This design comes from an exercise in tuning for small area, a short achievable clock period and few clock cycles per item on the open sky130 flow, not from production work.

== run a ==
==> flow/design.v (excerpt) <==
module huffman(clk, reset, gray_valid, gray_data, CNT_valid, CNT1, CNT2, CNT3, CNT4, CNT5, CNT6,
    code_valid, HC1, HC2, HC3, HC4, HC5, HC6, M1, M2, M3, M4, M5, M6 );
==> module huffman, before the edit <==
module huffman(clk, reset, gray_valid, gray_data, CNT_valid, CNT1, CNT2, CNT3, CNT4, CNT5, CNT6,
    code_valid, HC1, HC2, HC3, HC4, HC5, HC6, M1, M2, M3, M4, M5, M6 );
input clk;
input reset;
input gray_valid;
input [7:0] gray_data;
output CNT_valid;
output [7:0] CNT1, CNT2, CNT3, CNT4, CNT5, CNT6;
output code_valid;
output [7:0] HC1, HC2, HC3, HC4, HC5, HC6;
output [7:0] M1, M2, M3, M4, M5, M6;
	reg [6:0] w [0:5];    
	reg [2:0] ptr [0:5];  
	reg [3:0] hc [0:5];
	reg [3:0] mk [0:5];   
	reg started;          
	reg act;              
	reg ph;               
	reg [4:1] fm;         
	assign CNT1 = {1'b0, w[5]};
	assign CNT2 = {1'b0, w[0]};
	assign CNT3 = {1'b0, w[1]};
	assign CNT4 = {1'b0, w[2]};
	assign CNT5 = {1'b0, w[3]};
	assign CNT6 = {1'b0, w[4]};
	assign HC1 = {3'b0, ptr[0][1], hc[0]};
	assign HC2 = {3'b0, ptr[1][1], hc[1]};
	assign HC3 = {3'b0, ptr[2][1], hc[2]};
	assign HC4 = {3'b0, ptr[3][1], hc[3]};
	assign HC5 = {3'b0, ptr[4][1], hc[4]};
	assign HC6 = {3'b0, ptr[5][1], hc[5]};
	assign M1 = {3'b0, ptr[0][0], mk[0][3:1], 1'b1};
	assign M2 = {3'b0, ptr[1][0], mk[1][3:1], 1'b1};
	assign M3 = {3'b0, ptr[2][0], mk[2][3:1], 1'b1};
	assign M4 = {3'b0, ptr[3][0], mk[3][3:1], 1'b1};
	assign M5 = {3'b0, ptr[4][0], mk[4][3:1], 1'b1};
	assign M6 = {3'b0, ptr[5][0], mk[5][3:1], 1'b1};
	wire detect = started && !gray_valid;
	assign CNT_valid = act && fm[4];
	assign code_valid = !act && !fm[1];
	wire sum = act && ph;
	wire ins = act && !ph;
	wire last = ins && w[2][6] && w[2][5] && w[2][4];
	function lt;
		input [6:0] a, b;
		integer n;
		begin
			lt = 1'b0;
			for (n = 0; n < 7; n = n + 1) lt = (!a[n] && b[n]) || (!(a[n] && !b[n]) && lt);
		end
	endfunction
	wire [6:0] N = w[0];
	reg [6:0] Nc;
	wire [5:1] l;
	genvar k;
	generate for (k = 1; k < 6; k = k + 1) begin : cmp
		assign l[k] = lt(w[k], Nc);
	end endgenerate
	wire [6:0] c = {1'b0, l[5], l[4:1] | fm, 1'b1};
	wire [6:1] mv = {sum, {5{act}} & (c[5:1] | {5{ph}})};
	wire [2:0] q = {c[4], c[2] & !c[4], (c[1] & !c[2]) | (c[3] & !c[4]) | c[5]};
	wire [6:0] ap = w[0] ^ w[1], ag = w[0] & w[1];
	wire [6:0] cy;
	assign cy[0] = 1'b0;
	assign cy[1] = ag[0];
	assign cy[2] = ag[1] | (ap[1] & ag[0]);
	wire g32 = ag[3] | (ap[3] & ag[2]), p32 = ap[3] & ap[2];
	wire g54 = ag[5] | (ap[5] & ag[4]), p54 = ap[5] & ap[4];
	assign cy[3] = ag[2] | (ap[2] & cy[2]);
	assign cy[4] = g32 | (p32 & cy[2]);
	assign cy[5] = ag[4] | (ap[4] & cy[4]);
	assign cy[6] = g54 | (p54 & cy[4]);
	wire [6:0] ws = ap ^ cy;
	always @(posedge clk or posedge reset) begin
		if (reset) begin
			started <= 0;
			act <= 0;
			ph <= 0;
			fm <= 4'b1111;
		end else begin
			started <= gray_valid || (started && !detect);
			act <= detect || (act && !last);
			ph <= ins && !fm[1];
			if (ins) fm <= {1'b0, fm[4:2]};
		end
	end
	wire [2:0] g = gray_data[2:0];
	wire [5:0] en = {gray_valid && g == 3'd6, gray_valid && g == 3'd5, gray_valid && g == 3'd4,
	                 gray_valid && g == 3'd3, gray_valid && g == 3'd2, gray_valid && g == 3'd1};
	wire [2:0] slot [0:5];
	assign slot[0] = 3'd5; assign slot[1] = 3'd0; assign slot[2] = 3'd1;
	assign slot[3] = 3'd2; assign slot[4] = 3'd3; assign slot[5] = 3'd4;
	genvar j;
	generate for (j = 0; j < 6; j = j + 1) begin : ent
		localparam integer s = (j == 5) ? 0 : j + 1;
		wire [6:0] up = (j < 5) ? w[j + 1] : 7'h7f;
		wire [6:0] ones;    
		assign ones[0] = 1'b1;
		genvar n;
		for (n = 1; n < 7; n = n + 1) begin : pre
			assign ones[n] = &w[j][n - 1:0];
		end
		wire [6:0] inc = w[j] ^ (ones & {7{en[s]}});
		wire tu = (j == 0) ? ins && c[1] : mv[j + 1];
		wire tn = (j == 0) ? act && !tu : mv[j] && !mv[j + 1];
		wire [6:0] nv = (j == 0) ? (sum ? ws : N) : N;
		wire [6:0] d = ({7{tu}} & up) | ({7{tn}} & nv) | ({7{!tu && !tn}} & inc);
		always @(posedge clk or posedge reset) begin
			if (reset) w[j] <= 0;
			else w[j] <= d;
		end
		if (j == 0) begin : copy
			always @(posedge clk) Nc <= d;
		end
	end endgenerate
	reg [2:0] qr;
	always @(posedge clk or posedge reset) begin
		if (reset) qr <= 0;
		else qr <= last ? 3'd0 : sum ? 3'd7 : ins ? q : 3'd0;
	end
	genvar i;
	generate for (i = 0; i < 6; i = i + 1) begin : sym
		wire [2:0] p = ptr[i];
		wire [2:0] pm1 = {p[2] & (p[1] | p[0]), p[1] ^ !p[0], !p[0]};  
		wire z = p == 3'd0;
		wire [2:0] pe = z ? ((qr == 3'd7) ? 3'd0 : qr) : ((p <= qr) ? pm1 : p);
		wire a = (sum && pe[2:1] == 2'd0) || last;
		wire a0 = (sum && pe == 3'd0) || (last && ((pe == 3'd0) ^ c[1]));
		always @(posedge clk or posedge reset) begin
			if (reset) begin
				ptr[i] <= slot[i];
				hc[i] <= 0;
				mk[i] <= 0;
			end else begin
				ptr[i] <= last ? {1'b0, mk[i][3] && a0, mk[i][3]} : pe;
				mk[i] <= mk[i] | ({4{a}} & {mk[i][2:0], 1'b1});
				hc[i] <= hc[i] | ({4{a0}} & {mk[i][2:0], 1'b1} & ~mk[i]);
			end
		end
	end endgenerate
endmodule
Settings: LEC_CHECK=0, CAP_MARGIN=20, CORE_MARGIN=2, CORE_UTILIZATION=40, SETUP_SLACK_MARGIN=2.6, SLEW_MARGIN=20; clock period 5.0 ns.
standard.sh (not shown) runs the stock make flow with config.mk's settings and CLKGATE_MAP_FILE= SYNTH_SCRIPT=/design/flow/synth_recipe.tcl, a recipe that flattens the netlist after the stock synthesis.
==> flow/flow/run.sh <==
#!/bin/bash
# The standard layout, with plain buffers on the ports instead of the
# resizer's default pick (a slow delay cell), a clock tree without the
# dummy balancing loads, and synthesis's single tie cells kept.
set -euo pipefail
export BUFFER_PORTS_ARGS="-buffer_cell sky130_fd_sc_hd__buf_1"
export CTS_ARGS="-sink_clustering_enable -repair_clock_nets -dont_use_dummy_load -buf_list {sky130_fd_sc_hd__clkbuf_4 sky130_fd_sc_hd__clkbuf_8}"
export SKIP_REPAIR_TIE_FANOUT=1
bash standard.sh > standard.log 2>&1
The inputs of run b differ from those of run a as listed below.
-- flow/design.v --
<<< run a, line 41
	wire sum = act && ph;
	wire ins = act && !ph;
	wire last = ins && w[2][6] && w[2][5] && w[2][4];
	function lt;
		input [6:0] a, b;
>>> run b, line 41
	wire sum = act && ph;
	wire ins = act && !ph;
	wire last = sum && w[2][6] && w[2][5] && w[2][4];
	function lt;
		input [6:0] a, b;
<<< run a, line 47
		begin
			lt = 1'b0;
			for (n = 0; n < 7; n = n + 1) lt = (!a[n] && b[n]) || (!(a[n] && !b[n]) && lt);
		end
	endfunction
>>> run b, line 47
		begin
			lt = 1'b0;
			for (n = 0; n < 7; n = n + 1) lt = (a[n] == b[n]) ? lt : b[n];
		end
	endfunction
<<< run a, line 117
	always @(posedge clk or posedge reset) begin
		if (reset) qr <= 0;
		else qr <= last ? 3'd0 : sum ? 3'd7 : ins ? q : 3'd0;
	end
	genvar i;
>>> run b, line 117
	always @(posedge clk or posedge reset) begin
		if (reset) qr <= 0;
		else qr <= (sum && !last) ? 3'd7 : ins ? q : 3'd0;
	end
	genvar i;
<<< run a, line 125
		wire z = p == 3'd0;
		wire [2:0] pe = z ? ((qr == 3'd7) ? 3'd0 : qr) : ((p <= qr) ? pm1 : p);
		wire a = (sum && pe[2:1] == 2'd0) || last;
		wire a0 = (sum && pe == 3'd0) || (last && ((pe == 3'd0) ^ c[1]));
		always @(posedge clk or posedge reset) begin
			if (reset) begin
>>> run b, line 125
		wire z = p == 3'd0;
		wire [2:0] pe = z ? ((qr == 3'd7) ? 3'd0 : qr) : ((p <= qr) ? pm1 : p);
		wire p1 = p == 3'd1, p2 = p == 3'd2;
		wire a = sum && ((z && qr[2:1] == 2'd0) || p1 || (p2 && qr[2:1] != 2'd0));
		wire a0 = sum && ((z && qr == 3'd0) || (p1 && qr != 3'd0));
		always @(posedge clk or posedge reset) begin
			if (reset) begin
[summary]
Run a -> run b: count of non-CTS buffers in the layout decreased by more than 10%
In run b relative to run a, cell count had gone down by a few percent.
Lower routed wire length was reported by run b, not run a.
On worst setup timing slack at the placement stage: between run a and run b, it ends up lower for run a.
Function was not checked in any run of this note: the RTL went through the layout flow alone.

== alpha ==
The RTL this note starts from:
==> flow/design.v <==
module huffman(clk, reset, gray_valid, gray_data, CNT_valid, CNT1, CNT2, CNT3, CNT4, CNT5, CNT6,
    code_valid, HC1, HC2, HC3, HC4, HC5, HC6, M1, M2, M3, M4, M5, M6 );
input clk;
input reset;
input gray_valid;
input [7:0] gray_data;
output CNT_valid;
output [7:0] CNT1, CNT2, CNT3, CNT4, CNT5, CNT6;
output code_valid;
output [7:0] HC1, HC2, HC3, HC4, HC5, HC6;
output [7:0] M1, M2, M3, M4, M5, M6;
	reg [6:0] w [0:5];    
	reg [2:0] ptr [0:5];  
	reg [4:0] hc [0:5];
	reg [4:0] mk [0:5];   
	reg started;          
	reg act;              
	reg ph;               
	reg [4:1] fm;         
	assign CNT1 = {1'b0, w[5]};
	assign CNT2 = {1'b0, w[0]};
	assign CNT3 = {1'b0, w[1]};
	assign CNT4 = {1'b0, w[2]};
	assign CNT5 = {1'b0, w[3]};
	assign CNT6 = {1'b0, w[4]};
	assign HC1 = {3'b0, hc[0]};
	assign HC2 = {3'b0, hc[1]};
	assign HC3 = {3'b0, hc[2]};
	assign HC4 = {3'b0, hc[3]};
	assign HC5 = {3'b0, hc[4]};
	assign HC6 = {3'b0, hc[5]};
	assign M1 = {3'b0, mk[0][4:1], 1'b1};
	assign M2 = {3'b0, mk[1][4:1], 1'b1};
	assign M3 = {3'b0, mk[2][4:1], 1'b1};
	assign M4 = {3'b0, mk[3][4:1], 1'b1};
	assign M5 = {3'b0, mk[4][4:1], 1'b1};
	assign M6 = {3'b0, mk[5][4:1], 1'b1};
	wire detect = started && !gray_valid;
	assign CNT_valid = act && fm[4];
	assign code_valid = !act && !fm[1];
	wire sum = act && ph;
	wire ins = act && !ph;
	wire last = sum && w[2][6] && w[2][5] && w[2][4];
	function lt;
		input [6:0] a, b;
		integer n;
		begin
			lt = 1'b0;
			for (n = 0; n < 7; n = n + 1) lt = (a[n] == b[n]) ? lt : b[n];
		end
	endfunction
	wire [6:0] N = w[0];
	wire [5:1] l;
	genvar k;
	generate for (k = 1; k < 6; k = k + 1) begin : cmp
		assign l[k] = lt(w[k], N);
	end endgenerate
	wire [6:0] c = {1'b0, l[5], l[4:1] | fm, 1'b1};
	wire [6:1] mv = {sum, {5{act}} & (c[5:1] | {5{ph}})};
	wire [2:0] q = {c[4], c[2] & !c[4], (c[1] & !c[2]) | (c[3] & !c[4]) | c[5]};
	wire [6:0] ap = w[0] ^ w[1], ag = w[0] & w[1];
	wire [6:0] cy;
	assign cy[0] = 1'b0;
	assign cy[1] = ag[0];
	assign cy[2] = ag[1] | (ap[1] & ag[0]);
	wire g32 = ag[3] | (ap[3] & ag[2]), p32 = ap[3] & ap[2];
	wire g54 = ag[5] | (ap[5] & ag[4]), p54 = ap[5] & ap[4];
	assign cy[3] = ag[2] | (ap[2] & cy[2]);
	assign cy[4] = g32 | (p32 & cy[2]);
	assign cy[5] = ag[4] | (ap[4] & cy[4]);
	assign cy[6] = g54 | (p54 & cy[4]);
	wire [6:0] ws = ap ^ cy;
	always @(posedge clk or posedge reset) begin
		if (reset) begin
			started <= 0;
			act <= 0;
			ph <= 0;
			fm <= 4'b1111;
		end else begin
			started <= gray_valid || (started && !detect);
			act <= detect || (act && !last);
			ph <= ins && !fm[1];
			if (ins) fm <= {1'b0, fm[4:2]};
		end
	end
	wire [2:0] g = gray_data[2:0];
	wire [5:0] en = {gray_valid && g == 3'd6, gray_valid && g == 3'd5, gray_valid && g == 3'd4,
	                 gray_valid && g == 3'd3, gray_valid && g == 3'd2, gray_valid && g == 3'd1};
	wire [2:0] slot [0:5];
	assign slot[0] = 3'd5; assign slot[1] = 3'd0; assign slot[2] = 3'd1;
	assign slot[3] = 3'd2; assign slot[4] = 3'd3; assign slot[5] = 3'd4;
	genvar j;
	generate for (j = 0; j < 6; j = j + 1) begin : ent
		localparam integer s = (j == 5) ? 0 : j + 1;
		wire [6:0] up = (j < 5) ? w[j + 1] : 7'h7f;
		wire [6:0] ones;    
		assign ones[0] = 1'b1;
		genvar n;
		for (n = 1; n < 7; n = n + 1) begin : pre
			assign ones[n] = &w[j][n - 1:0];
		end
		wire [6:0] inc = w[j] ^ (ones & {7{en[s]}});
		wire tu = (j == 0) ? ins && c[1] : mv[j + 1];
		wire tn = (j == 0) ? act && !tu : mv[j] && !mv[j + 1];
		wire [6:0] nv = (j == 0) ? (sum ? ws : N) : N;
		wire [6:0] d = ({7{tu}} & up) | ({7{tn}} & nv) | ({7{!tu && !tn}} & inc);
		always @(posedge clk or posedge reset) begin
			if (reset) w[j] <= 0;
			else w[j] <= d;
		end
	end endgenerate
	reg [5:1] cr;
	reg sr, ir;
	always @(posedge clk or posedge reset) begin
		if (reset) begin
			cr <= 0;
			sr <= 0;
			ir <= 0;
		end else begin
			cr <= c[5:1];
			sr <= sum;
			ir <= ins;
		end
	end
	wire [6:0] crx = {1'b0, cr, 1'b1};
	wire [2:0] qr = {cr[4], cr[2] & !cr[4], (cr[1] & !cr[2]) | (cr[3] & !cr[4]) | cr[5]};
	genvar i;
	generate for (i = 0; i < 6; i = i + 1) begin : sym
		wire [2:0] p = ptr[i];
		wire [2:0] pm1 = {p[2] & (p[1] | p[0]), p[1] ^ !p[0], !p[0]};  
		wire z = p == 3'd0;
		wire [2:0] pe = (sr || ir) ? (z ? (sr ? 3'd0 : qr) : ((sr || crx[p]) ? pm1 : p)) : p;
		wire a = sum && pe[2:1] == 2'd0;
		wire a0 = sum && pe == 3'd0;
		always @(posedge clk or posedge reset) begin
			if (reset) begin
				ptr[i] <= slot[i];
				hc[i] <= 0;
				mk[i] <= 0;
			end else begin
				ptr[i] <= pe;
				mk[i] <= mk[i] | ({5{a}} & {mk[i][3:0], 1'b1});
				hc[i] <= hc[i] | ({5{a0}} & {mk[i][3:0], 1'b1} & ~mk[i]);
			end
		end
	end endgenerate
endmodule
export LEC_CHECK = 0
export CAP_MARGIN = 20
export CORE_MARGIN = 2
export CORE_UTILIZATION = 40
export SETUP_SLACK_MARGIN = 2.5
export SLEW_MARGIN = 20
create_clock -name core_clock -period 5.0 [get_ports {clk}]
==> flow/flow/run.sh <==
#!/bin/bash
# The standard layout, with plain buffers on the ports instead of the
# resizer's default pick (a slow delay cell), and a clock tree without the
# dummy balancing loads.
set -euo pipefail
export BUFFER_PORTS_ARGS="-buffer_cell sky130_fd_sc_hd__buf_2"
export CTS_ARGS="-sink_clustering_enable -repair_clock_nets -dont_use_dummy_load -buf_list {sky130_fd_sc_hd__clkbuf_4 sky130_fd_sc_hd__clkbuf_8}"
bash standard.sh > standard.log 2>&1
Here is what was changed in the inputs of beta compared with alpha.
diff --git a/flow/design.v b/flow/design.v
--- a/flow/design.v
+++ b/flow/design.v
@@ -11,8 +11,8 @@
 output [7:0] M1, M2, M3, M4, M5, M6;
 	reg [6:0] w [0:5];    
 	reg [2:0] ptr [0:5];  
-	reg [4:0] hc [0:5];
-	reg [4:0] mk [0:5];   
+	reg [3:0] hc [0:5];
+	reg [3:0] mk [0:5];   
 	reg started;          
 	reg act;              
 	reg ph;               
@@ -23,18 +23,18 @@
 	assign CNT4 = {1'b0, w[2]};
 	assign CNT5 = {1'b0, w[3]};
 	assign CNT6 = {1'b0, w[4]};
-	assign HC1 = {3'b0, hc[0]};
-	assign HC2 = {3'b0, hc[1]};
-	assign HC3 = {3'b0, hc[2]};
-	assign HC4 = {3'b0, hc[3]};
-	assign HC5 = {3'b0, hc[4]};
-	assign HC6 = {3'b0, hc[5]};
-	assign M1 = {3'b0, mk[0][4:1], 1'b1};
-	assign M2 = {3'b0, mk[1][4:1], 1'b1};
-	assign M3 = {3'b0, mk[2][4:1], 1'b1};
-	assign M4 = {3'b0, mk[3][4:1], 1'b1};
-	assign M5 = {3'b0, mk[4][4:1], 1'b1};
-	assign M6 = {3'b0, mk[5][4:1], 1'b1};
+	assign HC1 = {3'b0, ptr[0][1], hc[0]};
+	assign HC2 = {3'b0, ptr[1][1], hc[1]};
+	assign HC3 = {3'b0, ptr[2][1], hc[2]};
+	assign HC4 = {3'b0, ptr[3][1], hc[3]};
+	assign HC5 = {3'b0, ptr[4][1], hc[4]};
+	assign HC6 = {3'b0, ptr[5][1], hc[5]};
+	assign M1 = {3'b0, ptr[0][0], mk[0][3:1], 1'b1};
+	assign M2 = {3'b0, ptr[1][0], mk[1][3:1], 1'b1};
+	assign M3 = {3'b0, ptr[2][0], mk[2][3:1], 1'b1};
+	assign M4 = {3'b0, ptr[3][0], mk[3][3:1], 1'b1};
+	assign M5 = {3'b0, ptr[4][0], mk[4][3:1], 1'b1};
+	assign M6 = {3'b0, ptr[5][0], mk[5][3:1], 1'b1};
 	wire detect = started && !gray_valid;
 	assign CNT_valid = act && fm[4];
 	assign code_valid = !act && !fm[1];
@@ -118,7 +118,7 @@
 			ir <= 0;
 		end else begin
 			cr <= c[5:1];
-			sr <= sum;
+			sr <= sum && !last;
 			ir <= ins;
 		end
 	end
@@ -138,9 +138,9 @@
 				hc[i] <= 0;
 				mk[i] <= 0;
 			end else begin
-				ptr[i] <= pe;
-				mk[i] <= mk[i] | ({5{a}} & {mk[i][3:0], 1'b1});
-				hc[i] <= hc[i] | ({5{a0}} & {mk[i][3:0], 1'b1} & ~mk[i]);
+				ptr[i] <= last ? {1'b0, mk[i][3] && a0, mk[i][3]} : pe;
+				mk[i] <= mk[i] | ({4{a}} & {mk[i][2:0], 1'b1});
+				hc[i] <= hc[i] | ({4{a0}} & {mk[i][2:0], 1'b1} & ~mk[i]);
 			end
 		end
 	end endgenerate
--- outcome ---
beta -> alpha: count of flip-flops with a built-in enable after synthesis delta 0, exact match. Area share of buffers outside the clock network (beta over alpha): decrease, 1.1 points. On global-route met3 utilization: beta sits below alpha. From beta to alpha, total of max-cap violations did not move at all. Compared to alpha, the routing of beta uses more wire. Relative to alpha, final cell count has decreased by about 0.3% in beta. On post-route minimum period: beta sits below alpha. Against alpha, beta reports a worst slack at placement that is lower. Number of nets in the layout on beta is down relative to alpha. Lower share of the cycle needed by the critical path after routing goes to beta over alpha. From alpha to beta the numbers moved as follows: cell depth of the worst setup path dropped 2, total length of routed met2 wires has remained practically unchanged, maximum clock frequency increased 0.0055 GHz, clock-pin slew reported for the worst setup and hold paths after clock tree synthesis has increased.
No run of this note included a check of the RTL's function; only the layout flow was run.

afterwards: timing with drivers on the ports:
No port has a modelled driver above. Below, the same layouts with a new extraction and two added sets of constraints. Step 1, drivers: a clkbuf_16 drives clk and a buf_2 each remaining input, both assumed. Step 2 times the ports against the registers' clock, not the clock port: input delays grow and output delays shrink by t, the midpoint of the rising clock arrivals with the driver on. Slacks: no drivers / after step 1 / after step 2; pairs: no drivers / after step 1.
run | shift t [ns] | setup slack, ns | worst setup path at the end | clock arrival spread, ns | worst register clock-pin slew, ns
run a | 0.481 | 2.592 / 2.592 / 2.251 | input to register | 0.024 / 0.025 | 0.08 / 0.08
run b | 0.474 | 2.637 / 2.637 / 2.318 | input to register | 0.020 / 0.020 | 0.08 / 0.08
alpha | 0.477 | 2.480 / 2.480 / 2.070 | input to register | 0.039 / 0.040 | 0.09 / 0.09
beta | 0.468 | 2.514 / 2.514 / 2.134 | input to register | 0.023 / 0.023 | 0.08 / 0.08
After both steps setup and hold are still met in every run listed. For alpha, which loses most, drivers alone change the setup slack by 0.000 ns; drivers and shift together by -0.410 ns.
